This design comes from an exercise in tuning for small area and a short achievable clock period on the open sky130 flow, not from production work.
RTL that was checked went through simulation tests only; none was proved equivalent to the original.
Function not checked in run 2: the RTL went through the layout flow alone.
Power and IR drop assume default switching activity.

==> flow/design.v (outline; a module is shown in full before it is edited, if it fits) <==
// module fpmul_sa: 988 lines
// module fpmul_sb: 492 lines
// module fpmul_fa: 6 lines
// module fpmul_xnor: 5 lines
// module fpmul_or: 5 lines
// module fpmul_sc: 9 lines
// module fpmul_pipe: 27 lines
module fpmul_pipe (clk, oprA, oprB, Result);
  // ...
==> flow/flow/run.sh <==
#!/bin/bash
# The standard layout, except that the port buffers are buf_2 cells rather than the
# clkdlybuf4s50_1 delay cells buffer_ports picks by default.
set -euo pipefail
export BUFFER_PORTS_ARGS="-buffer_cell sky130_fd_sc_hd__buf_2"
bash standard.sh finish > orfs_flow.log 2>&1
==> flow/standard.sh <==
#!/bin/bash
# synth_recipe.tcl (not shown) runs the flow's synth.tcl, then flattens the netlist and writes it again
# the make line also repeats each setting of config.mk as NAME=value (left out here)
make -C /OpenROAD-flow-scripts/flow DESIGN_CONFIG=/design/flow/config.mk WORK_HOME=/design/flow/orfs CLKGATE_MAP_FILE= SYNTH_SCRIPT=/design/flow/synth_recipe.tcl "${@:-finish}"
==> flow/config.mk <==
export PLATFORM = sky130hd
export DESIGN_NAME = fpmul_pipe
export DESIGN_NICKNAME = fpmul_pipe
export VERILOG_FILES = /design/flow/design.v
export SDC_FILE = /design/flow/constraint.sdc
export NUM_CORES = 4
export LEC_CHECK = 0
export CAP_MARGIN = 20
export CORE_MARGIN = 2
export CORE_UTILIZATION = 40
export SETUP_SLACK_MARGIN = 5
export SLEW_MARGIN = 20
export SYNTH_HIERARCHICAL = 1
export SYNTH_MINIMUM_KEEP_SIZE = 0
==> flow/constraint.sdc <==
create_clock -name core_clock -period 9.5 [get_ports {clk}]
set_input_delay 1.9000 -clock core_clock [delete_from_list [all_inputs] [get_ports {clk}]]
set_output_delay 1.9000 -clock core_clock [all_outputs]
set_load 0.01 [all_outputs]
==> notes.md, run 1 <==
simple-gate share of the synthesized area about 5.7%; initial antenna violation count 1; run status no timing/DRC/antenna violations; wl on met1 22.0 mm; post-synthesis cell type count 66; Final WS setup between 5 and 6 ns; Crit path depth 9; CTS tree done; Die Y 224 µm; vias per cell 5.59; Final Max Slew Viols 0; switch share between 40% and 50%; CP Launch Point oprB[13]; Syn Inst Count about 1900; synth top area cells fa_1 27%, dfxtp_1 18%, xnor2_1 16%; comb pwr approximately 5.9 mW; mux share of post-synthesis cell area around 1.4%; critical path startpoint category input port; final worst path period share approximately 47%; XOR/XNOR Fraction of Synth Area a little under a fifth; routed length on met3 about 3.6 mm; Yosys top cell by area fa_1; Inserted Clock Buffers 17; Setup Buffers After CTS 4; multi-input combinational area share 70.7%; total core area 0.0477 mm²; Fillers 4491; FF-to-FF End p2_q[18]; Pleak approximately 7.3 nW; root buffer cell clkbuf_16; delay-heaviest family, CP adder cells; Largest regs r1_q: 130 flops, p2_q: 25 flops; Post-CTS Hold Fix Bufs 0; worst min-delay path category reg2reg; drt first pass iters 5; wire per inst around 23 µm; sequential share of power between 10% and 20%; number of global-route vias before repair roughly 14000; Final Instance Area between 0.015 and 0.02 mm²
==> module fpmul_sb, before the edit <==
module fpmul_sb (r1, p2);
    input [129:0] r1;
    output [24:0] p2;
    wire b_HS0, b_HC0;
    fpmul_xnor b_hx0 (.A(r1[37]), .B(r1[38]), .Y(b_HS0));
    fpmul_or b_ho0 (.A(r1[37]), .B(r1[38]), .Y(b_HC0));
    wire b_HS1, b_HC1;
    fpmul_xnor b_hx1 (.A(r1[52]), .B(r1[53]), .Y(b_HS1));
    fpmul_or b_ho1 (.A(r1[52]), .B(r1[53]), .Y(b_HC1));
    wire b_HS2, b_HC2;
    fpmul_xnor b_hx2 (.A(r1[60]), .B(r1[61]), .Y(b_HS2));
    fpmul_or b_ho2 (.A(r1[60]), .B(r1[61]), .Y(b_HC2));
    wire b_HS3, b_HC3;
    fpmul_xnor b_hx3 (.A(r1[68]), .B(r1[69]), .Y(b_HS3));
    fpmul_or b_ho3 (.A(r1[68]), .B(r1[69]), .Y(b_HC3));
    wire b_HS4, b_HC4;
    fpmul_xnor b_hx4 (.A(r1[76]), .B(r1[77]), .Y(b_HS4));
    fpmul_or b_ho4 (.A(r1[76]), .B(r1[77]), .Y(b_HC4));
    wire b_HS5, b_HC5;
    fpmul_xnor b_hx5 (.A(r1[84]), .B(r1[85]), .Y(b_HS5));
    fpmul_or b_ho5 (.A(r1[84]), .B(r1[85]), .Y(b_HC5));
    wire b_HS6, b_HC6;
    fpmul_xnor b_hx6 (.A(r1[18]), .B(r1[19]), .Y(b_HS6));
    fpmul_or b_ho6 (.A(r1[18]), .B(r1[19]), .Y(b_HC6));
    wire b_HS7, b_HC7;
    fpmul_xnor b_hx7 (.A(r1[24]), .B(r1[25]), .Y(b_HS7));
    fpmul_or b_ho7 (.A(r1[24]), .B(r1[25]), .Y(b_HC7));
    wire b_HS8, b_HC8;
    fpmul_xnor b_hx8 (.A(r1[30]), .B(r1[31]), .Y(b_HS8));
    fpmul_or b_ho8 (.A(r1[30]), .B(r1[31]), .Y(b_HC8));
    wire b_HS9, b_HC9;
    fpmul_xnor b_hx9 (.A(r1[34]), .B(r1[35]), .Y(b_HS9));
    fpmul_or b_ho9 (.A(r1[34]), .B(r1[35]), .Y(b_HC9));
    wire b_S0, b_C0;
    fpmul_fa b_fa0 (.A(r1[39]), .B(r1[40]), .CIN(r1[41]), .COUT(b_C0), .SUM(b_S0));
    wire b_HS10, b_HC10;
    fpmul_xnor b_hx10 (.A(r1[42]), .B(r1[43]), .Y(b_HS10));
    fpmul_or b_ho10 (.A(r1[42]), .B(r1[43]), .Y(b_HC10));
    wire b_S1, b_C1;
    fpmul_fa b_fa1 (.A(r1[44]), .B(r1[45]), .CIN(r1[46]), .COUT(b_C1), .SUM(b_S1));
    wire b_S2, b_C2;
    fpmul_fa b_fa2 (.A(r1[48]), .B(r1[49]), .CIN(r1[50]), .COUT(b_C2), .SUM(b_S2));
    wire b_S3, b_C3;
    fpmul_fa b_fa3 (.A(r1[54]), .B(r1[55]), .CIN(r1[56]), .COUT(b_C3), .SUM(b_S3));
    wire b_S4, b_C4;
    fpmul_fa b_fa4 (.A(r1[57]), .B(r1[58]), .CIN(r1[59]), .COUT(b_C4), .SUM(b_S4));
    wire b_S5, b_C5;
    fpmul_fa b_fa5 (.A(r1[62]), .B(r1[63]), .CIN(r1[64]), .COUT(b_C5), .SUM(b_S5));
    wire b_S6, b_C6;
    fpmul_fa b_fa6 (.A(r1[65]), .B(r1[66]), .CIN(r1[67]), .COUT(b_C6), .SUM(b_S6));
    wire b_S7, b_C7;
    fpmul_fa b_fa7 (.A(r1[70]), .B(r1[71]), .CIN(r1[72]), .COUT(b_C7), .SUM(b_S7));
    wire b_S8, b_C8;
    fpmul_fa b_fa8 (.A(r1[73]), .B(r1[74]), .CIN(r1[75]), .COUT(b_C8), .SUM(b_S8));
    wire b_S9, b_C9;
    fpmul_fa b_fa9 (.A(r1[78]), .B(r1[79]), .CIN(r1[80]), .COUT(b_C9), .SUM(b_S9));
    wire b_S10, b_C10;
    fpmul_fa b_fa10 (.A(r1[81]), .B(r1[82]), .CIN(r1[83]), .COUT(b_C10), .SUM(b_S10));
    wire b_S11, b_C11;
    fpmul_fa b_fa11 (.A(r1[86]), .B(r1[87]), .CIN(r1[88]), .COUT(b_C11), .SUM(b_S11));
    wire b_S12, b_C12;
    fpmul_fa b_fa12 (.A(r1[89]), .B(r1[90]), .CIN(r1[91]), .COUT(b_C12), .SUM(b_S12));
    wire b_HS11, b_HC11;
    fpmul_xnor b_hx11 (.A(r1[94]), .B(r1[95]), .Y(b_HS11));
    fpmul_or b_ho11 (.A(r1[94]), .B(r1[95]), .Y(b_HC11));
    wire b_HS12, b_HC12;
    fpmul_xnor b_hx12 (.A(r1[98]), .B(r1[99]), .Y(b_HS12));
    fpmul_or b_ho12 (.A(r1[98]), .B(r1[99]), .Y(b_HC12));
    wire b_HS13, b_HC13;
    fpmul_xnor b_hx13 (.A(r1[103]), .B(r1[104]), .Y(b_HS13));
    fpmul_or b_ho13 (.A(r1[103]), .B(r1[104]), .Y(b_HC13));
    wire b_HS14, b_HC14;
    fpmul_xnor b_hx14 (.A(r1[109]), .B(r1[110]), .Y(b_HS14));
    fpmul_or b_ho14 (.A(r1[109]), .B(r1[110]), .Y(b_HC14));
    wire b_HS15, b_HC15;
    fpmul_xnor b_hx15 (.A(r1[20]), .B(r1[21]), .Y(b_HS15));
    fpmul_or b_ho15 (.A(r1[20]), .B(r1[21]), .Y(b_HC15));
    wire b_S13, b_C13;
    fpmul_fa b_fa13 (.A(r1[22]), .B(r1[23]), .CIN(b_HC6), .COUT(b_C13), .SUM(b_S13));
    wire b_S14, b_C14;
    fpmul_fa b_fa14 (.A(r1[26]), .B(r1[27]), .CIN(b_HS7), .COUT(b_C14), .SUM(b_S14));
    wire b_S15, b_C15;
    fpmul_fa b_fa15 (.A(r1[28]), .B(r1[29]), .CIN(b_HC7), .COUT(b_C15), .SUM(b_S15));
    wire b_S16, b_C16;
    fpmul_fa b_fa16 (.A(r1[32]), .B(r1[33]), .CIN(b_HS8), .COUT(b_C16), .SUM(b_S16));
    wire b_S17, b_C17;
    fpmul_fa b_fa17 (.A(r1[36]), .B(b_HC8), .CIN(b_HS9), .COUT(b_C17), .SUM(b_S17));
    wire b_S18, b_C18;
    fpmul_fa b_fa18 (.A(b_HC9), .B(b_HS0), .CIN(b_S0), .COUT(b_C18), .SUM(b_S18));
    wire b_S19, b_C19;
    fpmul_fa b_fa19 (.A(b_HC0), .B(b_HS10), .CIN(b_C0), .COUT(b_C19), .SUM(b_S19));
    wire b_S20, b_C20;
    fpmul_fa b_fa20 (.A(r1[47]), .B(b_HC10), .CIN(b_S1), .COUT(b_C20), .SUM(b_S20));
    wire b_S21, b_C21;
    fpmul_fa b_fa21 (.A(r1[51]), .B(b_C1), .CIN(b_S2), .COUT(b_C21), .SUM(b_S21));
    wire b_S22, b_C22;
    fpmul_fa b_fa22 (.A(b_HS1), .B(b_C2), .CIN(b_S3), .COUT(b_C22), .SUM(b_S22));
    wire b_S23, b_C23;
    fpmul_fa b_fa23 (.A(b_HC1), .B(b_C3), .CIN(b_S4), .COUT(b_C23), .SUM(b_S23));
    wire b_S24, b_C24;
    fpmul_fa b_fa24 (.A(b_HS2), .B(b_C4), .CIN(b_S5), .COUT(b_C24), .SUM(b_S24));
    wire b_S25, b_C25;
    fpmul_fa b_fa25 (.A(b_HC2), .B(b_C5), .CIN(b_S6), .COUT(b_C25), .SUM(b_S25));
    wire b_S26, b_C26;
    fpmul_fa b_fa26 (.A(b_HS3), .B(b_C6), .CIN(b_S7), .COUT(b_C26), .SUM(b_S26));
    wire b_S27, b_C27;
    fpmul_fa b_fa27 (.A(b_HC3), .B(b_C7), .CIN(b_S8), .COUT(b_C27), .SUM(b_S27));
    wire b_S28, b_C28;
    fpmul_fa b_fa28 (.A(b_HS4), .B(b_C8), .CIN(b_S9), .COUT(b_C28), .SUM(b_S28));
    wire b_S29, b_C29;
    fpmul_fa b_fa29 (.A(b_HC4), .B(b_C9), .CIN(b_S10), .COUT(b_C29), .SUM(b_S29));
    wire b_S30, b_C30;
    fpmul_fa b_fa30 (.A(b_HS5), .B(b_C10), .CIN(b_S11), .COUT(b_C30), .SUM(b_S30));
    wire b_S31, b_C31;
    fpmul_fa b_fa31 (.A(b_HC5), .B(b_C11), .CIN(b_S12), .COUT(b_C31), .SUM(b_S31));
    wire b_S32, b_C32;
    fpmul_fa b_fa32 (.A(r1[92]), .B(r1[93]), .CIN(b_C12), .COUT(b_C32), .SUM(b_S32));
    wire b_S33, b_C33;
    fpmul_fa b_fa33 (.A(r1[96]), .B(r1[97]), .CIN(b_HS11), .COUT(b_C33), .SUM(b_S33));
    wire b_S34, b_C34;
    fpmul_fa b_fa34 (.A(r1[100]), .B(b_HC11), .CIN(b_HS12), .COUT(b_C34), .SUM(b_S34));
    wire b_S35, b_C35;
    fpmul_fa b_fa35 (.A(r1[101]), .B(r1[102]), .CIN(b_HC12), .COUT(b_C35), .SUM(b_S35));
    wire b_S36, b_C36;
    fpmul_fa b_fa36 (.A(r1[105]), .B(r1[106]), .CIN(b_HS13), .COUT(b_C36), .SUM(b_S36));
    wire b_S37, b_C37;
    fpmul_fa b_fa37 (.A(r1[107]), .B(r1[108]), .CIN(b_HC13), .COUT(b_C37), .SUM(b_S37));
    wire b_S38, b_C38;
    fpmul_fa b_fa38 (.A(r1[111]), .B(r1[112]), .CIN(b_HS14), .COUT(b_C38), .SUM(b_S38));
    wire b_S39, b_C39;
    fpmul_fa b_fa39 (.A(r1[113]), .B(r1[114]), .CIN(b_HC14), .COUT(b_C39), .SUM(b_S39));
    wire b_HS16, b_HC16;
    fpmul_xnor b_hx16 (.A(r1[115]), .B(r1[116]), .Y(b_HS16));
    fpmul_or b_ho16 (.A(r1[115]), .B(r1[116]), .Y(b_HC16));
    wire b_HS17, b_HC17;
    fpmul_xnor b_hx17 (.A(r1[117]), .B(r1[118]), .Y(b_HS17));
    fpmul_or b_ho17 (.A(r1[117]), .B(r1[118]), .Y(b_HC17));
    wire b_HS18, b_HC18;
    fpmul_xnor b_hx18 (.A(r1[119]), .B(r1[120]), .Y(b_HS18));
    fpmul_or b_ho18 (.A(r1[119]), .B(r1[120]), .Y(b_HC18));
    wire b_HS19, b_HC19;
    fpmul_xnor b_hx19 (.A(r1[121]), .B(r1[122]), .Y(b_HS19));
    fpmul_or b_ho19 (.A(r1[121]), .B(r1[122]), .Y(b_HC19));
    wire b_HS20, b_HC20;
    fpmul_xnor b_hx20 (.A(r1[123]), .B(r1[124]), .Y(b_HS20));
    fpmul_or b_ho20 (.A(r1[123]), .B(r1[124]), .Y(b_HC20));
    wire b_HS21, b_HC21;
    fpmul_xnor b_hx21 (.A(r1[125]), .B(r1[126]), .Y(b_HS21));
    fpmul_or b_ho21 (.A(r1[125]), .B(r1[126]), .Y(b_HC21));
    wire b_HS22, b_HC22;
    fpmul_xnor b_hx22 (.A(r1[127]), .B(r1[128]), .Y(b_HS22));
    fpmul_or b_ho22 (.A(r1[127]), .B(r1[128]), .Y(b_HC22));
    wire b_0 = r1[0] & r1[1];
    wire b_1 = r1[2] & r1[3];
    wire b_2 = r1[4] & r1[5];
    wire b_3 = r1[6] & r1[7];
    wire b_4 = r1[8] & r1[9];
    wire b_5 = r1[10] & r1[11];
    wire b_6 = r1[12] & r1[13];
    wire b_7 = r1[14] & r1[15];
    wire b_8 = r1[16] & r1[17];
    wire b_9 = b_HS15 & b_HS6;
    wire b_10 = b_HC15 & b_S13;
    wire b_11 = b_C13 & b_S14;
    wire b_12 = b_C14 & b_S15;
    wire b_13 = b_C15 & b_S16;
    wire b_14 = b_C16 & b_S17;
    wire b_15 = b_C17 & b_S18;
    wire b_16 = b_C18 & b_S19;
    wire b_17 = b_C19 & b_S20;
    wire b_18 = b_C20 & b_S21;
    wire b_19 = b_C21 & b_S22;
    wire b_20 = b_C22 & b_S23;
    wire b_21 = b_C23 & b_S24;
    wire b_22 = b_C24 & b_S25;
    wire b_23 = b_C25 & b_S26;
    wire b_24 = b_C26 & b_S27;
    wire b_25 = b_C27 & b_S28;
    wire b_26 = b_C28 & b_S29;
    wire b_27 = b_C29 & b_S30;
    wire b_28 = b_C30 & b_S31;
    wire b_29 = b_C31 & b_S32;
    wire b_30 = b_C32 & b_S33;
    wire b_31 = b_C33 & b_S34;
    wire b_32 = b_C34 & b_S35;
    wire b_33 = b_C35 & b_S36;
    wire b_34 = b_C36 & b_S37;
    wire b_35 = b_C37 & b_S38;
    wire b_36 = b_C38 & b_S39;
    wire b_37 = b_C39 & b_HS16;
    wire b_38 = b_HC16 & b_HS17;
    wire b_39 = b_HC17 & b_HS18;
    wire b_40 = b_HC18 & b_HS19;
    wire b_41 = b_HC19 & b_HS20;
    wire b_42 = b_HC20 & b_HS21;
    wire b_43 = b_HC21 & b_HS22;
    wire b_44 = (r1[0] & r1[1]) | (r1[0] & r1[129]) | (r1[1] & r1[129]);
    wire b_45 = r1[0] ^ r1[1];
    wire b_46 = r1[2] ^ r1[3];
    wire b_47 = r1[4] ^ r1[5];
    wire b_48 = r1[6] ^ r1[7];
    wire b_49 = r1[8] ^ r1[9];
    wire b_50 = r1[10] ^ r1[11];
    wire b_51 = r1[12] ^ r1[13];
    wire b_52 = r1[14] ^ r1[15];
    wire b_53 = r1[16] ^ r1[17];
    wire b_54 = b_HS15 ^ b_HS6;
    wire b_55 = b_HC15 ^ b_S13;
    wire b_56 = b_C13 ^ b_S14;
    wire b_57 = b_C14 ^ b_S15;
    wire b_58 = b_C15 ^ b_S16;
    wire b_59 = b_C16 ^ b_S17;
    wire b_60 = b_C17 ^ b_S18;
    wire b_61 = b_C18 ^ b_S19;
    wire b_62 = b_C19 ^ b_S20;
    wire b_63 = b_C20 ^ b_S21;
    wire b_64 = b_C21 ^ b_S22;
    wire b_65 = b_C22 ^ b_S23;
    wire b_66 = b_C23 ^ b_S24;
    wire b_67 = b_C24 ^ b_S25;
    wire b_68 = b_C25 ^ b_S26;
    wire b_69 = b_C26 ^ b_S27;
    wire b_70 = b_C27 ^ b_S28;
    wire b_71 = b_C28 ^ b_S29;
    wire b_72 = b_C29 ^ b_S30;
    wire b_73 = b_C30 ^ b_S31;
    wire b_74 = b_C31 ^ b_S32;
    wire b_75 = b_C32 ^ b_S33;
    wire b_76 = b_C33 ^ b_S34;
    wire b_77 = b_C34 ^ b_S35;
    wire b_78 = b_C35 ^ b_S36;
    wire b_79 = b_C36 ^ b_S37;
    wire b_80 = b_C37 ^ b_S38;
    wire b_81 = b_C38 ^ b_S39;
    wire b_82 = b_C39 ^ b_HS16;
    wire b_83 = b_HC16 ^ b_HS17;
    wire b_84 = b_HC17 ^ b_HS18;
    wire b_85 = b_HC18 ^ b_HS19;
    wire b_86 = b_HC19 ^ b_HS20;
    wire b_87 = b_HC20 ^ b_HS21;
    wire b_88 = b_HC21 ^ b_HS22;
    wire b_89 = b_1 | (b_46 & b_44);
    wire b_90 = b_46 & b_45;
    wire b_91 = b_3 | (b_48 & b_2);
    wire b_92 = b_48 & b_47;
    wire b_93 = b_5 | (b_50 & b_4);
    wire b_94 = b_50 & b_49;
    wire b_95 = b_7 | (b_52 & b_6);
    wire b_96 = b_52 & b_51;
    wire b_97 = b_9 | (b_54 & b_8);
    wire b_98 = b_54 & b_53;
    wire b_99 = b_11 | (b_56 & b_10);
    wire b_100 = b_56 & b_55;
    wire b_101 = b_13 | (b_58 & b_12);
    wire b_102 = b_58 & b_57;
    wire b_103 = b_15 | (b_60 & b_14);
    wire b_104 = b_60 & b_59;
    wire b_105 = b_17 | (b_62 & b_16);
    wire b_106 = b_62 & b_61;
    wire b_107 = b_19 | (b_64 & b_18);
    wire b_108 = b_64 & b_63;
    wire b_109 = b_21 | (b_66 & b_20);
    wire b_110 = b_66 & b_65;
    wire b_111 = b_23 | (b_68 & b_22);
    wire b_112 = b_68 & b_67;
    wire b_113 = b_25 | (b_70 & b_24);
    wire b_114 = b_70 & b_69;
    wire b_115 = b_27 | (b_72 & b_26);
    wire b_116 = b_72 & b_71;
    wire b_117 = b_29 | (b_74 & b_28);
    wire b_118 = b_74 & b_73;
    wire b_119 = b_31 | (b_76 & b_30);
    wire b_120 = b_76 & b_75;
    wire b_121 = b_33 | (b_78 & b_32);
    wire b_122 = b_78 & b_77;
    wire b_123 = b_35 | (b_80 & b_34);
    wire b_124 = b_80 & b_79;
    wire b_125 = b_37 | (b_82 & b_36);
    wire b_126 = b_82 & b_81;
    wire b_127 = b_39 | (b_84 & b_38);
    wire b_128 = b_84 & b_83;
    wire b_129 = b_41 | (b_86 & b_40);
    wire b_130 = b_86 & b_85;
    wire b_131 = b_43 | (b_88 & b_42);
    wire b_132 = b_88 & b_87;
    wire b_133 = b_2 | (b_47 & b_89);
    wire b_134 = b_47 & b_90;
    wire b_135 = b_91 | (b_92 & b_89);
    wire b_136 = b_92 & b_90;
    wire b_137 = b_6 | (b_51 & b_93);
    wire b_138 = b_51 & b_94;
    wire b_139 = b_95 | (b_96 & b_93);
    wire b_140 = b_96 & b_94;
    wire b_141 = b_10 | (b_55 & b_97);
    wire b_142 = b_55 & b_98;
    wire b_143 = b_99 | (b_100 & b_97);
    wire b_144 = b_100 & b_98;
    wire b_145 = b_14 | (b_59 & b_101);
    wire b_146 = b_59 & b_102;
    wire b_147 = b_103 | (b_104 & b_101);
    wire b_148 = b_104 & b_102;
    wire b_149 = b_18 | (b_63 & b_105);
    wire b_150 = b_63 & b_106;
    wire b_151 = b_107 | (b_108 & b_105);
    wire b_152 = b_108 & b_106;
    wire b_153 = b_22 | (b_67 & b_109);
    wire b_154 = b_67 & b_110;
    wire b_155 = b_111 | (b_112 & b_109);
    wire b_156 = b_112 & b_110;
    wire b_157 = b_26 | (b_71 & b_113);
    wire b_158 = b_71 & b_114;
    wire b_159 = b_115 | (b_116 & b_113);
    wire b_160 = b_116 & b_114;
    wire b_161 = b_30 | (b_75 & b_117);
    wire b_162 = b_75 & b_118;
    wire b_163 = b_119 | (b_120 & b_117);
    wire b_164 = b_120 & b_118;
    wire b_165 = b_34 | (b_79 & b_121);
    wire b_166 = b_79 & b_122;
    wire b_167 = b_123 | (b_124 & b_121);
    wire b_168 = b_124 & b_122;
    wire b_169 = b_38 | (b_83 & b_125);
    wire b_170 = b_83 & b_126;
    wire b_171 = b_127 | (b_128 & b_125);
    wire b_172 = b_128 & b_126;
    wire b_173 = b_42 | (b_87 & b_129);
    wire b_174 = b_87 & b_130;
    wire b_175 = b_131 | (b_132 & b_129);
    wire b_176 = b_132 & b_130;
    wire b_177 = b_4 | (b_49 & b_135);
    wire b_178 = b_49 & b_136;
    wire b_179 = b_93 | (b_94 & b_135);
    wire b_180 = b_94 & b_136;
    wire b_181 = b_137 | (b_138 & b_135);
    wire b_182 = b_138 & b_136;
    wire b_183 = b_139 | (b_140 & b_135);
    wire b_184 = b_140 & b_136;
    wire b_185 = b_12 | (b_57 & b_143);
    wire b_186 = b_57 & b_144;
    wire b_187 = b_101 | (b_102 & b_143);
    wire b_188 = b_102 & b_144;
    wire b_189 = b_145 | (b_146 & b_143);
    wire b_190 = b_146 & b_144;
    wire b_191 = b_147 | (b_148 & b_143);
    wire b_192 = b_148 & b_144;
    wire b_193 = b_20 | (b_65 & b_151);
    wire b_194 = b_65 & b_152;
    wire b_195 = b_109 | (b_110 & b_151);
    wire b_196 = b_110 & b_152;
    wire b_197 = b_153 | (b_154 & b_151);
    wire b_198 = b_154 & b_152;
    wire b_199 = b_155 | (b_156 & b_151);
    wire b_200 = b_156 & b_152;
    wire b_201 = b_28 | (b_73 & b_159);
    wire b_202 = b_73 & b_160;
    wire b_203 = b_117 | (b_118 & b_159);
    wire b_204 = b_118 & b_160;
    wire b_205 = b_161 | (b_162 & b_159);
    wire b_206 = b_162 & b_160;
    wire b_207 = b_163 | (b_164 & b_159);
    wire b_208 = b_164 & b_160;
    wire b_209 = b_36 | (b_81 & b_167);
    wire b_210 = b_81 & b_168;
    wire b_211 = b_125 | (b_126 & b_167);
    wire b_212 = b_126 & b_168;
    wire b_213 = b_169 | (b_170 & b_167);
    wire b_214 = b_170 & b_168;
    wire b_215 = b_171 | (b_172 & b_167);
    wire b_216 = b_172 & b_168;
    wire b_217 = b_8 | (b_53 & b_183);
    wire b_218 = b_53 & b_184;
    wire b_219 = b_97 | (b_98 & b_183);
    wire b_220 = b_98 & b_184;
    wire b_221 = b_141 | (b_142 & b_183);
    wire b_222 = b_142 & b_184;
    wire b_223 = b_143 | (b_144 & b_183);
    wire b_224 = b_144 & b_184;
    wire b_225 = b_185 | (b_186 & b_183);
    wire b_226 = b_186 & b_184;
    wire b_227 = b_187 | (b_188 & b_183);
    wire b_228 = b_188 & b_184;
    wire b_229 = b_189 | (b_190 & b_183);
    wire b_230 = b_190 & b_184;
    wire b_231 = b_191 | (b_192 & b_183);
    wire b_232 = b_192 & b_184;
    wire b_233 = b_24 | (b_69 & b_199);
    wire b_234 = b_69 & b_200;
    wire b_235 = b_113 | (b_114 & b_199);
    wire b_236 = b_114 & b_200;
    wire b_237 = b_157 | (b_158 & b_199);
    wire b_238 = b_158 & b_200;
    wire b_239 = b_159 | (b_160 & b_199);
    wire b_240 = b_160 & b_200;
    wire b_241 = b_201 | (b_202 & b_199);
    wire b_242 = b_202 & b_200;
    wire b_243 = b_203 | (b_204 & b_199);
    wire b_244 = b_204 & b_200;
    wire b_245 = b_205 | (b_206 & b_199);
    wire b_246 = b_206 & b_200;
    wire b_247 = b_207 | (b_208 & b_199);
    wire b_248 = b_208 & b_200;
    wire b_249 = b_40 | (b_85 & b_215);
    wire b_250 = b_85 & b_216;
    wire b_251 = b_129 | (b_130 & b_215);
    wire b_252 = b_130 & b_216;
    wire b_253 = b_173 | (b_174 & b_215);
    wire b_254 = b_174 & b_216;
    wire b_255 = b_175 | (b_176 & b_215);
    wire b_256 = b_176 & b_216;
    wire b_257 = b_16 | (b_61 & b_231);
    wire b_258 = b_61 & b_232;
    wire b_259 = b_105 | (b_106 & b_231);
    wire b_260 = b_106 & b_232;
    wire b_261 = b_149 | (b_150 & b_231);
    wire b_262 = b_150 & b_232;
    wire b_263 = b_151 | (b_152 & b_231);
    wire b_264 = b_152 & b_232;
    wire b_265 = b_193 | (b_194 & b_231);
    wire b_266 = b_194 & b_232;
    wire b_267 = b_195 | (b_196 & b_231);
    wire b_268 = b_196 & b_232;
    wire b_269 = b_197 | (b_198 & b_231);
    wire b_270 = b_198 & b_232;
    wire b_271 = b_199 | (b_200 & b_231);
    wire b_272 = b_200 & b_232;
    wire b_273 = b_233 | (b_234 & b_231);
    wire b_274 = b_234 & b_232;
    wire b_275 = b_235 | (b_236 & b_231);
    wire b_276 = b_236 & b_232;
    wire b_277 = b_237 | (b_238 & b_231);
    wire b_278 = b_238 & b_232;
    wire b_279 = b_239 | (b_240 & b_231);
    wire b_280 = b_240 & b_232;
    wire b_281 = b_241 | (b_242 & b_231);
    wire b_282 = b_242 & b_232;
    wire b_283 = b_243 | (b_244 & b_231);
    wire b_284 = b_244 & b_232;
    wire b_285 = b_245 | (b_246 & b_231);
    wire b_286 = b_246 & b_232;
    wire b_287 = b_247 | (b_248 & b_231);
    wire b_288 = b_248 & b_232;
    wire b_289 = b_32 | (b_77 & b_287);
    wire b_290 = b_77 & b_288;
    wire b_291 = b_121 | (b_122 & b_287);
    wire b_292 = b_122 & b_288;
    wire b_293 = b_165 | (b_166 & b_287);
    wire b_294 = b_166 & b_288;
    wire b_295 = b_167 | (b_168 & b_287);
    wire b_296 = b_168 & b_288;
    wire b_297 = b_209 | (b_210 & b_287);
    wire b_298 = b_210 & b_288;
    wire b_299 = b_211 | (b_212 & b_287);
    wire b_300 = b_212 & b_288;
    wire b_301 = b_213 | (b_214 & b_287);
    wire b_302 = b_214 & b_288;
    wire b_303 = b_215 | (b_216 & b_287);
    wire b_304 = b_216 & b_288;
    wire b_305 = b_249 | (b_250 & b_287);
    wire b_306 = b_250 & b_288;
    wire b_307 = b_251 | (b_252 & b_287);
    wire b_308 = b_252 & b_288;
    wire b_309 = b_253 | (b_254 & b_287);
    wire b_310 = b_254 & b_288;
    wire b_311 = b_255 | (b_256 & b_287);
    wire b_312 = b_256 & b_288;
    wire b_313 = ~(b_64 ^ b_261);
    wire b_314 = ~(b_65 ^ b_263);
    wire b_315 = ~(b_66 ^ b_265);
    wire b_316 = ~(b_67 ^ b_267);
    wire b_317 = ~(b_68 ^ b_269);
    wire b_318 = ~(b_69 ^ b_271);
    wire b_319 = ~(b_70 ^ b_273);
    wire b_320 = ~(b_71 ^ b_275);
    wire b_321 = ~(b_72 ^ b_277);
    wire b_322 = ~(b_73 ^ b_279);
    wire b_323 = ~(b_74 ^ b_281);
    wire b_324 = ~(b_75 ^ b_283);
    wire b_325 = ~(b_76 ^ b_285);
    wire b_326 = ~(b_77 ^ b_287);
    wire b_327 = ~(b_78 ^ b_289);
    wire b_328 = ~(b_79 ^ b_291);
    wire b_329 = ~(b_80 ^ b_293);
    wire b_330 = ~(b_81 ^ b_295);
    wire b_331 = ~(b_82 ^ b_297);
    wire b_332 = ~(b_83 ^ b_299);
    wire b_333 = ~(b_84 ^ b_301);
    wire b_334 = ~(b_85 ^ b_303);
    wire b_335 = ~(b_86 ^ b_305);
    wire b_336 = ~(b_87 ^ b_307);
    wire b_337 = ~(b_88 ^ b_309);
    assign p2 = {b_337, b_336, b_335, b_334, b_333, b_332, b_331, b_330, b_329, b_328, b_327, b_326, b_325, b_324, b_323, b_322, b_321, b_320, b_319, b_318, b_317, b_316, b_315, b_314, b_313};
endmodule
==> inputs of run 2 (changes only) <==
--- a/flow/design.v
+++ b/flow/design.v
@@ -1271,212 +1271,146 @@
     wire b_130 = b_86 & b_85;
     wire b_131 = b_43 | (b_88 & b_42);
     wire b_132 = b_88 & b_87;
-    wire b_133 = b_2 | (b_47 & b_89);
-    wire b_134 = b_47 & b_90;
-    wire b_135 = b_91 | (b_92 & b_89);
-    wire b_136 = b_92 & b_90;
-    wire b_137 = b_6 | (b_51 & b_93);
-    wire b_138 = b_51 & b_94;
-    wire b_139 = b_95 | (b_96 & b_93);
-    wire b_140 = b_96 & b_94;
-    wire b_141 = b_10 | (b_55 & b_97);
-    wire b_142 = b_55 & b_98;
-    wire b_143 = b_99 | (b_100 & b_97);
-    wire b_144 = b_100 & b_98;
-    wire b_145 = b_14 | (b_59 & b_101);
-    wire b_146 = b_59 & b_102;
-    wire b_147 = b_103 | (b_104 & b_101);
-    wire b_148 = b_104 & b_102;
-    wire b_149 = b_18 | (b_63 & b_105);
-    wire b_150 = b_63 & b_106;
-    wire b_151 = b_107 | (b_108 & b_105);
-    wire b_152 = b_108 & b_106;
-    wire b_153 = b_22 | (b_67 & b_109);
-    wire b_154 = b_67 & b_110;
-    wire b_155 = b_111 | (b_112 & b_109);
-    wire b_156 = b_112 & b_110;
-    wire b_157 = b_26 | (b_71 & b_113);
-    wire b_158 = b_71 & b_114;
-    wire b_159 = b_115 | (b_116 & b_113);
-    wire b_160 = b_116 & b_114;
-    wire b_161 = b_30 | (b_75 & b_117);
-    wire b_162 = b_75 & b_118;
-    wire b_163 = b_119 | (b_120 & b_117);
-    wire b_164 = b_120 & b_118;
-    wire b_165 = b_34 | (b_79 & b_121);
-    wire b_166 = b_79 & b_122;
-    wire b_167 = b_123 | (b_124 & b_121);
-    wire b_168 = b_124 & b_122;
-    wire b_169 = b_38 | (b_83 & b_125);
-    wire b_170 = b_83 & b_126;
-    wire b_171 = b_127 | (b_128 & b_125);
-    wire b_172 = b_128 & b_126;
-    wire b_173 = b_42 | (b_87 & b_129);
-    wire b_174 = b_87 & b_130;
-    wire b_175 = b_131 | (b_132 & b_129);
-    wire b_176 = b_132 & b_130;
-    wire b_177 = b_4 | (b_49 & b_135);
-    wire b_178 = b_49 & b_136;
-    wire b_179 = b_93 | (b_94 & b_135);
-    wire b_180 = b_94 & b_136;
-    wire b_181 = b_137 | (b_138 & b_135);
-    wire b_182 = b_138 & b_136;
-    wire b_183 = b_139 | (b_140 & b_135);
-    wire b_184 = b_140 & b_136;
-    wire b_185 = b_12 | (b_57 & b_143);
-    wire b_186 = b_57 & b_144;
-    wire b_187 = b_101 | (b_102 & b_143);
-    wire b_188 = b_102 & b_144;
-    wire b_189 = b_145 | (b_146 & b_143);
-    wire b_190 = b_146 & b_144;
-    wire b_191 = b_147 | (b_148 & b_143);
-    wire b_192 = b_148 & b_144;
-    wire b_193 = b_20 | (b_65 & b_151);
-    wire b_194 = b_65 & b_152;
-    wire b_195 = b_109 | (b_110 & b_151);
-    wire b_196 = b_110 & b_152;
-    wire b_197 = b_153 | (b_154 & b_151);
-    wire b_198 = b_154 & b_152;
-    wire b_199 = b_155 | (b_156 & b_151);
-    wire b_200 = b_156 & b_152;
-    wire b_201 = b_28 | (b_73 & b_159);
-    wire b_202 = b_73 & b_160;
-    wire b_203 = b_117 | (b_118 & b_159);
-    wire b_204 = b_118 & b_160;
-    wire b_205 = b_161 | (b_162 & b_159);
-    wire b_206 = b_162 & b_160;
-    wire b_207 = b_163 | (b_164 & b_159);
-    wire b_208 = b_164 & b_160;
-    wire b_209 = b_36 | (b_81 & b_167);
-    wire b_210 = b_81 & b_168;
-    wire b_211 = b_125 | (b_126 & b_167);
-    wire b_212 = b_126 & b_168;
-    wire b_213 = b_169 | (b_170 & b_167);
-    wire b_214 = b_170 & b_168;
-    wire b_215 = b_171 | (b_172 & b_167);
-    wire b_216 = b_172 & b_168;
-    wire b_217 = b_8 | (b_53 & b_183);
-    wire b_218 = b_53 & b_184;
-    wire b_219 = b_97 | (b_98 & b_183);
-    wire b_220 = b_98 & b_184;
-    wire b_221 = b_141 | (b_142 & b_183);
-    wire b_222 = b_142 & b_184;
-    wire b_223 = b_143 | (b_144 & b_183);
-    wire b_224 = b_144 & b_184;
-    wire b_225 = b_185 | (b_186 & b_183);
-    wire b_226 = b_186 & b_184;
-    wire b_227 = b_187 | (b_188 & b_183);
-    wire b_228 = b_188 & b_184;
-    wire b_229 = b_189 | (b_190 & b_183);
-    wire b_230 = b_190 & b_184;
-    wire b_231 = b_191 | (b_192 & b_183);
-    wire b_232 = b_192 & b_184;
-    wire b_233 = b_24 | (b_69 & b_199);
-    wire b_234 = b_69 & b_200;
-    wire b_235 = b_113 | (b_114 & b_199);
-    wire b_236 = b_114 & b_200;
-    wire b_237 = b_157 | (b_158 & b_199);
-    wire b_238 = b_158 & b_200;
-    wire b_239 = b_159 | (b_160 & b_199);
-    wire b_240 = b_160 & b_200;
-    wire b_241 = b_201 | (b_202 & b_199);
-    wire b_242 = b_202 & b_200;
-    wire b_243 = b_203 | (b_204 & b_199);
-    wire b_244 = b_204 & b_200;
-    wire b_245 = b_205 | (b_206 & b_199);
-    wire b_246 = b_206 & b_200;
-    wire b_247 = b_207 | (b_208 & b_199);
-    wire b_248 = b_208 & b_200;
-    wire b_249 = b_40 | (b_85 & b_215);
-    wire b_250 = b_85 & b_216;
-    wire b_251 = b_129 | (b_130 & b_215);
-    wire b_252 = b_130 & b_216;
-    wire b_253 = b_173 | (b_174 & b_215);
-    wire b_254 = b_174 & b_216;
-    wire b_255 = b_175 | (b_176 & b_215);
-    wire b_256 = b_176 & b_216;
-    wire b_257 = b_16 | (b_61 & b_231);
-    wire b_258 = b_61 & b_232;
-    wire b_259 = b_105 | (b_106 & b_231);
-    wire b_260 = b_106 & b_232;
-    wire b_261 = b_149 | (b_150 & b_231);
-    wire b_262 = b_150 & b_232;
-    wire b_263 = b_151 | (b_152 & b_231);
-    wire b_264 = b_152 & b_232;
-    wire b_265 = b_193 | (b_194 & b_231);
-    wire b_266 = b_194 & b_232;
-    wire b_267 = b_195 | (b_196 & b_231);
-    wire b_268 = b_196 & b_232;
-    wire b_269 = b_197 | (b_198 & b_231);
-    wire b_270 = b_198 & b_232;
-    wire b_271 = b_199 | (b_200 & b_231);
-    wire b_272 = b_200 & b_232;
-    wire b_273 = b_233 | (b_234 & b_231);
-    wire b_274 = b_234 & b_232;
-    wire b_275 = b_235 | (b_236 & b_231);
-    wire b_276 = b_236 & b_232;
-    wire b_277 = b_237 | (b_238 & b_231);
-    wire b_278 = b_238 & b_232;
-    wire b_279 = b_239 | (b_240 & b_231);
-    wire b_280 = b_240 & b_232;
-    wire b_281 = b_241 | (b_242 & b_231);
-    wire b_282 = b_242 & b_232;
-    wire b_283 = b_243 | (b_244 & b_231);
-    wire b_284 = b_244 & b_232;
-    wire b_285 = b_245 | (b_246 & b_231);
-    wire b_286 = b_246 & b_232;
-    wire b_287 = b_247 | (b_248 & b_231);
-    wire b_288 = b_248 & b_232;
-    wire b_289 = b_32 | (b_77 & b_287);
-    wire b_290 = b_77 & b_288;
-    wire b_291 = b_121 | (b_122 & b_287);
-    wire b_292 = b_122 & b_288;
-    wire b_293 = b_165 | (b_166 & b_287);
-    wire b_294 = b_166 & b_288;
-    wire b_295 = b_167 | (b_168 & b_287);
-    wire b_296 = b_168 & b_288;
-    wire b_297 = b_209 | (b_210 & b_287);
-    wire b_298 = b_210 & b_288;
-    wire b_299 = b_211 | (b_212 & b_287);
-    wire b_300 = b_212 & b_288;
-    wire b_301 = b_213 | (b_214 & b_287);
-    wire b_302 = b_214 & b_288;
-    wire b_303 = b_215 | (b_216 & b_287);
-    wire b_304 = b_216 & b_288;
-    wire b_305 = b_249 | (b_250 & b_287);
-    wire b_306 = b_250 & b_288;
-    wire b_307 = b_251 | (b_252 & b_287);
-    wire b_308 = b_252 & b_288;
-    wire b_309 = b_253 | (b_254 & b_287);
-    wire b_310 = b_254 & b_288;
-    wire b_311 = b_255 | (b_256 & b_287);
-    wire b_312 = b_256 & b_288;
-    wire b_313 = ~(b_64 ^ b_261);
-    wire b_314 = ~(b_65 ^ b_263);
-    wire b_315 = ~(b_66 ^ b_265);
-    wire b_316 = ~(b_67 ^ b_267);
-    wire b_317 = ~(b_68 ^ b_269);
-    wire b_318 = ~(b_69 ^ b_271);
-    wire b_319 = ~(b_70 ^ b_273);
-    wire b_320 = ~(b_71 ^ b_275);
-    wire b_321 = ~(b_72 ^ b_277);
-    wire b_322 = ~(b_73 ^ b_279);
-    wire b_323 = ~(b_74 ^ b_281);
-    wire b_324 = ~(b_75 ^ b_283);
-    wire b_325 = ~(b_76 ^ b_285);
-    wire b_326 = ~(b_77 ^ b_287);
-    wire b_327 = ~(b_78 ^ b_289);
-    wire b_328 = ~(b_79 ^ b_291);
-    wire b_329 = ~(b_80 ^ b_293);
-    wire b_330 = ~(b_81 ^ b_295);
-    wire b_331 = ~(b_82 ^ b_297);
-    wire b_332 = ~(b_83 ^ b_299);
-    wire b_333 = ~(b_84 ^ b_301);
-    wire b_334 = ~(b_85 ^ b_303);
-    wire b_335 = ~(b_86 ^ b_305);
-    wire b_336 = ~(b_87 ^ b_307);
-    wire b_337 = ~(b_88 ^ b_309);
-    assign p2 = {b_337, b_336, b_335, b_334, b_333, b_332, b_331, b_330, b_329, b_328, b_327, b_326, b_325, b_324, b_323, b_322, b_321, b_320, b_319, b_318, b_317, b_316, b_315, b_314, b_313};
+    wire b_133 = b_91 | (b_92 & b_89);
+    wire b_134 = b_92 & b_90;
+    wire b_135 = b_95 | (b_96 & b_93);
+    wire b_136 = b_96 & b_94;
+    wire b_137 = b_99 | (b_100 & b_97);
+    wire b_138 = b_100 & b_98;
+    wire b_139 = b_103 | (b_104 & b_101);
+    wire b_140 = b_104 & b_102;
+    wire b_141 = b_107 | (b_108 & b_105);
+    wire b_142 = b_108 & b_106;
+    wire b_143 = b_111 | (b_112 & b_109);
+    wire b_144 = b_112 & b_110;
+    wire b_145 = b_115 | (b_116 & b_113);
+    wire b_146 = b_116 & b_114;
+    wire b_147 = b_119 | (b_120 & b_117);
+    wire b_148 = b_120 & b_118;
+    wire b_149 = b_123 | (b_124 & b_121);
+    wire b_150 = b_124 & b_122;
+    wire b_151 = b_127 | (b_128 & b_125);
+    wire b_152 = b_128 & b_126;
+    wire b_153 = b_131 | (b_132 & b_129);
+    wire b_154 = b_132 & b_130;
+    wire b_155 = b_135 | (b_136 & b_133);
+    wire b_156 = b_136 & b_134;
+    wire b_157 = b_139 | (b_140 & b_137);
+    wire b_158 = b_140 & b_138;
+    wire b_159 = b_143 | (b_144 & b_141);
+    wire b_160 = b_144 & b_142;
+    wire b_161 = b_147 | (b_148 & b_145);
+    wire b_162 = b_148 & b_146;
+    wire b_163 = b_151 | (b_152 & b_149);
+    wire b_164 = b_152 & b_150;
+    wire b_165 = b_157 | (b_158 & b_155);
+    wire b_166 = b_158 & b_156;
+    wire b_167 = b_161 | (b_162 & b_159);
+    wire b_168 = b_162 & b_160;
+    wire b_169 = b_167 | (b_168 & b_165);
+    wire b_170 = b_168 & b_166;
+    wire b_171 = b_159 | (b_160 & b_165);
+    wire b_172 = b_160 & b_166;
+    wire b_173 = b_163 | (b_164 & b_169);
+    wire b_174 = b_164 & b_170;
+    wire b_175 = b_137 | (b_138 & b_155);
+    wire b_176 = b_138 & b_156;
+    wire b_177 = b_141 | (b_142 & b_165);
+    wire b_178 = b_142 & b_166;
+    wire b_179 = b_145 | (b_146 & b_171);
+    wire b_180 = b_146 & b_172;
+    wire b_181 = b_149 | (b_150 & b_169);
+    wire b_182 = b_150 & b_170;
+    wire b_183 = b_153 | (b_154 & b_173);
+    wire b_184 = b_154 & b_174;
+    wire b_185 = b_93 | (b_94 & b_133);
+    wire b_186 = b_94 & b_134;
+    wire b_187 = b_97 | (b_98 & b_155);
+    wire b_188 = b_98 & b_156;
+    wire b_189 = b_101 | (b_102 & b_175);
+    wire b_190 = b_102 & b_176;
+    wire b_191 = b_105 | (b_106 & b_165);
+    wire b_192 = b_106 & b_166;
+    wire b_193 = b_109 | (b_110 & b_177);
+    wire b_194 = b_110 & b_178;
+    wire b_195 = b_113 | (b_114 & b_171);
+    wire b_196 = b_114 & b_172;
+    wire b_197 = b_117 | (b_118 & b_179);
+    wire b_198 = b_118 & b_180;
+    wire b_199 = b_121 | (b_122 & b_169);
+    wire b_200 = b_122 & b_170;
+    wire b_201 = b_125 | (b_126 & b_181);
+    wire b_202 = b_126 & b_182;
+    wire b_203 = b_129 | (b_130 & b_173);
+    wire b_204 = b_130 & b_174;
+    wire b_205 = b_2 | (b_47 & b_89);
+    wire b_206 = b_47 & b_90;
+    wire b_207 = b_4 | (b_49 & b_133);
+    wire b_208 = b_49 & b_134;
+    wire b_209 = b_6 | (b_51 & b_185);
+    wire b_210 = b_51 & b_186;
+    wire b_211 = b_8 | (b_53 & b_155);
+    wire b_212 = b_53 & b_156;
+    wire b_213 = b_10 | (b_55 & b_187);
+    wire b_214 = b_55 & b_188;
+    wire b_215 = b_12 | (b_57 & b_175);
+    wire b_216 = b_57 & b_176;
+    wire b_217 = b_14 | (b_59 & b_189);
+    wire b_218 = b_59 & b_190;
+    wire b_219 = b_16 | (b_61 & b_165);
+    wire b_220 = b_61 & b_166;
+    wire b_221 = b_18 | (b_63 & b_191);
+    wire b_222 = b_63 & b_192;
+    wire b_223 = b_20 | (b_65 & b_177);
+    wire b_224 = b_65 & b_178;
+    wire b_225 = b_22 | (b_67 & b_193);
+    wire b_226 = b_67 & b_194;
+    wire b_227 = b_24 | (b_69 & b_171);
+    wire b_228 = b_69 & b_172;
+    wire b_229 = b_26 | (b_71 & b_195);
+    wire b_230 = b_71 & b_196;
+    wire b_231 = b_28 | (b_73 & b_179);
+    wire b_232 = b_73 & b_180;
+    wire b_233 = b_30 | (b_75 & b_197);
+    wire b_234 = b_75 & b_198;
+    wire b_235 = b_32 | (b_77 & b_169);
+    wire b_236 = b_77 & b_170;
+    wire b_237 = b_34 | (b_79 & b_199);
+    wire b_238 = b_79 & b_200;
+    wire b_239 = b_36 | (b_81 & b_181);
+    wire b_240 = b_81 & b_182;
+    wire b_241 = b_38 | (b_83 & b_201);
+    wire b_242 = b_83 & b_202;
+    wire b_243 = b_40 | (b_85 & b_173);
+    wire b_244 = b_85 & b_174;
+    wire b_245 = b_42 | (b_87 & b_203);
+    wire b_246 = b_87 & b_204;
+    wire b_247 = ~(b_64 ^ b_221);
+    wire b_248 = ~(b_65 ^ b_177);
+    wire b_249 = ~(b_66 ^ b_223);
+    wire b_250 = ~(b_67 ^ b_193);
+    wire b_251 = ~(b_68 ^ b_225);
+    wire b_252 = ~(b_69 ^ b_171);
+    wire b_253 = ~(b_70 ^ b_227);
+    wire b_254 = ~(b_71 ^ b_195);
+    wire b_255 = ~(b_72 ^ b_229);
+    wire b_256 = ~(b_73 ^ b_179);
+    wire b_257 = ~(b_74 ^ b_231);
+    wire b_258 = ~(b_75 ^ b_197);
+    wire b_259 = ~(b_76 ^ b_233);
+    wire b_260 = ~(b_77 ^ b_169);
+    wire b_261 = ~(b_78 ^ b_235);
+    wire b_262 = ~(b_79 ^ b_199);
+    wire b_263 = ~(b_80 ^ b_237);
+    wire b_264 = ~(b_81 ^ b_181);
+    wire b_265 = ~(b_82 ^ b_239);
+    wire b_266 = ~(b_83 ^ b_201);
+    wire b_267 = ~(b_84 ^ b_241);
+    wire b_268 = ~(b_85 ^ b_173);
+    wire b_269 = ~(b_86 ^ b_243);
+    wire b_270 = ~(b_87 ^ b_203);
+    wire b_271 = ~(b_88 ^ b_245);
+    assign p2 = {b_271, b_270, b_269, b_268, b_267, b_266, b_265, b_264, b_263, b_262, b_261, b_260, b_259, b_258, b_257, b_256, b_255, b_254, b_253, b_252, b_251, b_250, b_249, b_248, b_247};
 endmodule
 module fpmul_fa (A, B, CIN, COUT, SUM);
     input A, B, CIN;
==> notes.md, run 2 <==
final worst path period share 46.6% (was 46.8%); first-pass GRT wire length 80.5 mm (was 82.5 mm); Required @ worst endpoint 9.87 ns (was 9.88 ns); worst hold path startpoint e1_q[2] (was e1_q[6]); WL met2 23.2 mm (was 25.5 mm); number of flops mapped to enable cells by yosys 0 (unchanged); adder-cell share of the synthesized area 32.8% (was 31.6%); area of the multi-input gates 0.0140 mm² (was 0.0141 mm²); Worst Hold Depth 0 (unchanged); Layout Utilization 41.4% (was 41.8%); layout cell share with drive strength beyond 1 16.0% (was 16.2%); run status no timing/DRC/antenna violations (unchanged); YS warnings 7 (unchanged); critical setup path kind in2reg (unchanged); Worst-Skew Late Latency 0.49 ns (was 0.50 ns); register area 0.00346 mm² (about the same); power per cell area 382 mW/mm² (was 402 mW/mm²); starting density of the core 40.5% (about the same); most frequent cells in the layout 349 x xnor2_1, 254 x fa_1, 218 x a22oi_1 (was 354 x xnor2_1, 243 x fa_1, 219 x a22oi_1); mux share of post-synthesis cell area 1.39% (was 1.45%); Final Max Slew Viols 0 (unchanged); CTS Buffer Depth 2 (unchanged); Largest regs r1_q: 130 flops, p2_q: 25 flops (unchanged); commonest non-fill, non-tap cell in the layout xnor2_1 (unchanged); actual slew at the worst max-slew pin 0.771 ns (was 0.870 ns); drt total wl 51.9 mm (was 52.8 mm); critical path startpoint category input port (unchanged); top cell type's share of synthesized area 27.9% (was 26.7%); routability congestion estimate 0.930 (was 0.834); Worst R2R Start r1_q[48] (was r1_q[44]); H-tree depth 4 (unchanged); largest family of logic cells by synthesized area adder cells (unchanged); CTS tree done (unchanged); max_cap viols 0 (unchanged); Crit path arrival time 4.80 ns (was 4.83 ns); initial antenna violation count 2 (was 1); P&R area growth vs syn 2.15% (was 3.16%); Mapped Area 0.0193 mm² (about the same); synthesized flop and latch total 173 (unchanged); Total GRT Usage 21.2% (was 21.8%); DP Area 0.0190 mm² (was 0.0191 mm²); top post-synthesis cells by count 355 x xnor2_1, 269 x fa_1, 223 x a22oi_1, 173 x dfxtp_1, 172 x buf_4 (was 360 x xnor2_1, 258 x fa_1, 224 x a22oi_1, 173 x dfxtp_1, 172 x buf_4); Final WS setup 5.07 ns (was 5.05 ns); die width 224 µm (about the same); CTS Sinks 173 (unchanged); FF-to-FF End p2_q[24] (was p2_q[18]); pre-CTS setup slack 4.00 ns (was 3.74 ns); Synth Area per Inst 10.5 µm² (was 10.4 µm²); total core area 0.0476 mm² (was 0.0477 mm²); largest net degree at the start of global routing 30 (unchanged); Core Rows 80 (unchanged); vias per cell 5.55 (was 5.59); fin crit period 4.43 ns (was 4.45 ns); Post-CTS Hold Fix Bufs 0 (unchanged); wl on met1 22.2 mm (was 22.0 mm); Async SR Flop Fraction 0% (unchanged); endpoints failing setup 0 (unchanged); Syn Inst Count 1843 (was 1869); total negative setup slack 0 ns (unchanged); drt first pass iters 5 (unchanged); Top Layer Used met4 (was met5); synth top area cells fa_1 28%, dfxtp_1 18%, xnor2_1 16% (was fa_1 27%, dfxtp_1 18%, xnor2_1 16%); Inserted Clock Buffers 17 (unchanged); post-synthesis cell type count 58 (was 66); Fillers 4589 (was 4491); Die Y 224 µm (about the same); Seq/Total Area, Yosys 17.9% (about the same); Port Buffers 96 (unchanged); max_slew headroom 48.6% (was 42.0%); Biggest register r1_q (unchanged); most numerous cell in the Yosys netlist xnor2_1 (unchanged); XOR/XNOR Fraction of Synth Area 17.9% (was 18.2%); DRT antenna net count 0 (unchanged); Reg clk slew, reported paths 0.06 ns (was 0.07 ns); Final Hold Violating Endpoints 0 (unchanged); Worst R2R Setup Slack 5.22 ns (was 5.30 ns); simple-gate share of the synthesized area 5.37% (was 5.68%); Fmax achieved 226 MHz (was 225 MHz); Post-synth top flop dfxtp_1 (unchanged); DR DRC count 0 (unchanged); wire per inst 22.5 µm (about the same); clock skew 0.0127 ns (was 0.0126 ns); CP endpoint kind register (unchanged); CP max FO 24 (unchanged); initial DRC count 1208 (was 989); vias post-DR 12800 (was 13100); full die area 0.0500 mm² (was 0.0501 mm²); I/O Pins 97 (unchanged); Yosys top cell by area fa_1 (unchanged); max reg flops 130 (unchanged); hpwl dp 36.0 mm (about the same); Final Instance Area 0.0197 mm² (was 0.0200 mm²); Max IR drop VDD 0.166 mV (was 0.390 mV); Pleak 7.21 nW (was 7.28 nW); R2R cell count 14 (was 11); worst min-delay path category reg2reg (unchanged); GR Overflow Total 0 (unchanged); number of global-route vias before repair 13400 (was 13900); root buffer cell clkbuf_16 (unchanged); area fraction in compound gates after synthesis 13.4% (was 14.2%); Hold EP e2_q[2] (was e2_q[6]); unrepaired setup endpoints after global routing yes (was no); nets@finish 2081 (was 2113); routed length on met3 4.50 mm (was 3.58 mm)
[run 2: report_power, final]
group	internal [mW]	total [mW]	switching, mW
registers	1.20	1.40	0.196
clock network	0.357	0.675	0.318
logic	2.54	5.46	2.92
total	4.10	7.53	3.43
[run 2: worst max-delay path: stages]
cell     delay (ns)
buf_2          0.13
ha_2           0.74
a22oi_1        0.21
xnor2_1        0.20
fa_2           0.39
fa_1           0.54
fa_1           0.44
or2_1          0.23
[run 2: cell type report]
| type | instances | area share, % |
|---|---|---|
| Multi-Input combinational cell | 1303 | 71.1 |
| Sequential cell | 173 | 17.6 |
| Tap cell | 615 | 3.90 |
| Timing Repair Buffer | 112 | 3.21 |
| Clock buffer | 22 | 2.41 |
| Inverter | 66 | 1.41 |
| Clock inverter | 10 | 0.406 |
| Antenna cell | 1 | 0.0127 |
[run 2: cells by family after synthesis]
logic type | after synthesis
other | 1
xor gates and xnor gates | 394
adders and majority gates | 344
DFF | 173
AOI/OAI and AO/OA | 345
muxes | 24
buffers and inverters | 378
and+or+nand+nor | 184
[run 2: metal layers]
| metal | vias to the layer above | GRT usage [%] |
|---|---|---|
| met5 | - | 0 |
| met3 | 116 | 4.87 |
| met2 | 614 | 32.6 |
| li1 | 5581 | - |
| met4 | 0 | 9.76 |
| met1 | 6459 | 28.5 |
[run 2: Yosys stat by module (local to each module, per instance)]
module	copies in the design	flops+latches	cells inside
fpmul_sb	1	0	199
fpmul_or	70	0	1
fpmul_pipe	1	173	173
fpmul_sa	1	0	1032
fpmul_sc	1	0	42
fpmul_xnor	71	0	1
fpmul_fa	256	0	1
[run 2: how the worst max path moves through the flow]
stage | slack [ns] | startpoint | depth (start not counted) | to
finish | 5.07 | oprB[19] | 8 | r1_q[103]
global route | 4.98 | oprB[5] | 11 | r1_q[94]
CTS | 5.03 | oprB[5] | 10 | r1_q[94]
detailed placement | 4.00 | oprB[1] | 9 | r1_q[64]
global placement | 4.03 | oprB[15] | 9 | r1_q[116]
floorplan | 4.93 | oprB[3] | 12 | r1_q[45]
[run 2: repair_timing]
item,4_1_cts,5_1_grt
gates resized for setup,22,19
endpoints found under the setup margin,94,24
pin swaps,0,1
buffers inserted,0,0
[run 2: through the flow]
step / cells / hold WS [ns] / power [mW]
2_1_floorplan: 1854 / 0.310 / 7.33
3_3_place_gp: 2269 / 0.310 / 6.80
3_5_place_dp: 2269 / 0.312 / 6.90
4_1_cts: 2301 / 0.328 / 7.62
5_1_grt: 2302 / 0.331 / 8.41
6_report: 2302 / 0.326 / 7.53

## static timing again, ports no longer ideal
How much do the figures lean on ideal ports? The routed layouts below were timed once more, with nothing changed but the port constraints. Step 1 assumes that a clkbuf_16 drives the clock port and a buf_2 every other input. Step 2 also shifts input and output timing later by t, the mid clock arrival at the registers, as if the neighbouring blocks saw the same clock. a / b / c = ideal ports / drivers / drivers and shift; a / b = the first two.
run	shift t [ns]	setup slack, ns	worst data-port slew with drivers (ns)
run 1	0.546	5.053 / 5.051 / 4.506	0.08
run 2	0.540	5.068 / 5.107 / 4.567	0.08
After both steps every run listed still meets setup and hold. The setup slack of run 1, which loses most, moves by -0.002 ns with the drivers and by -0.547 ns with both steps.
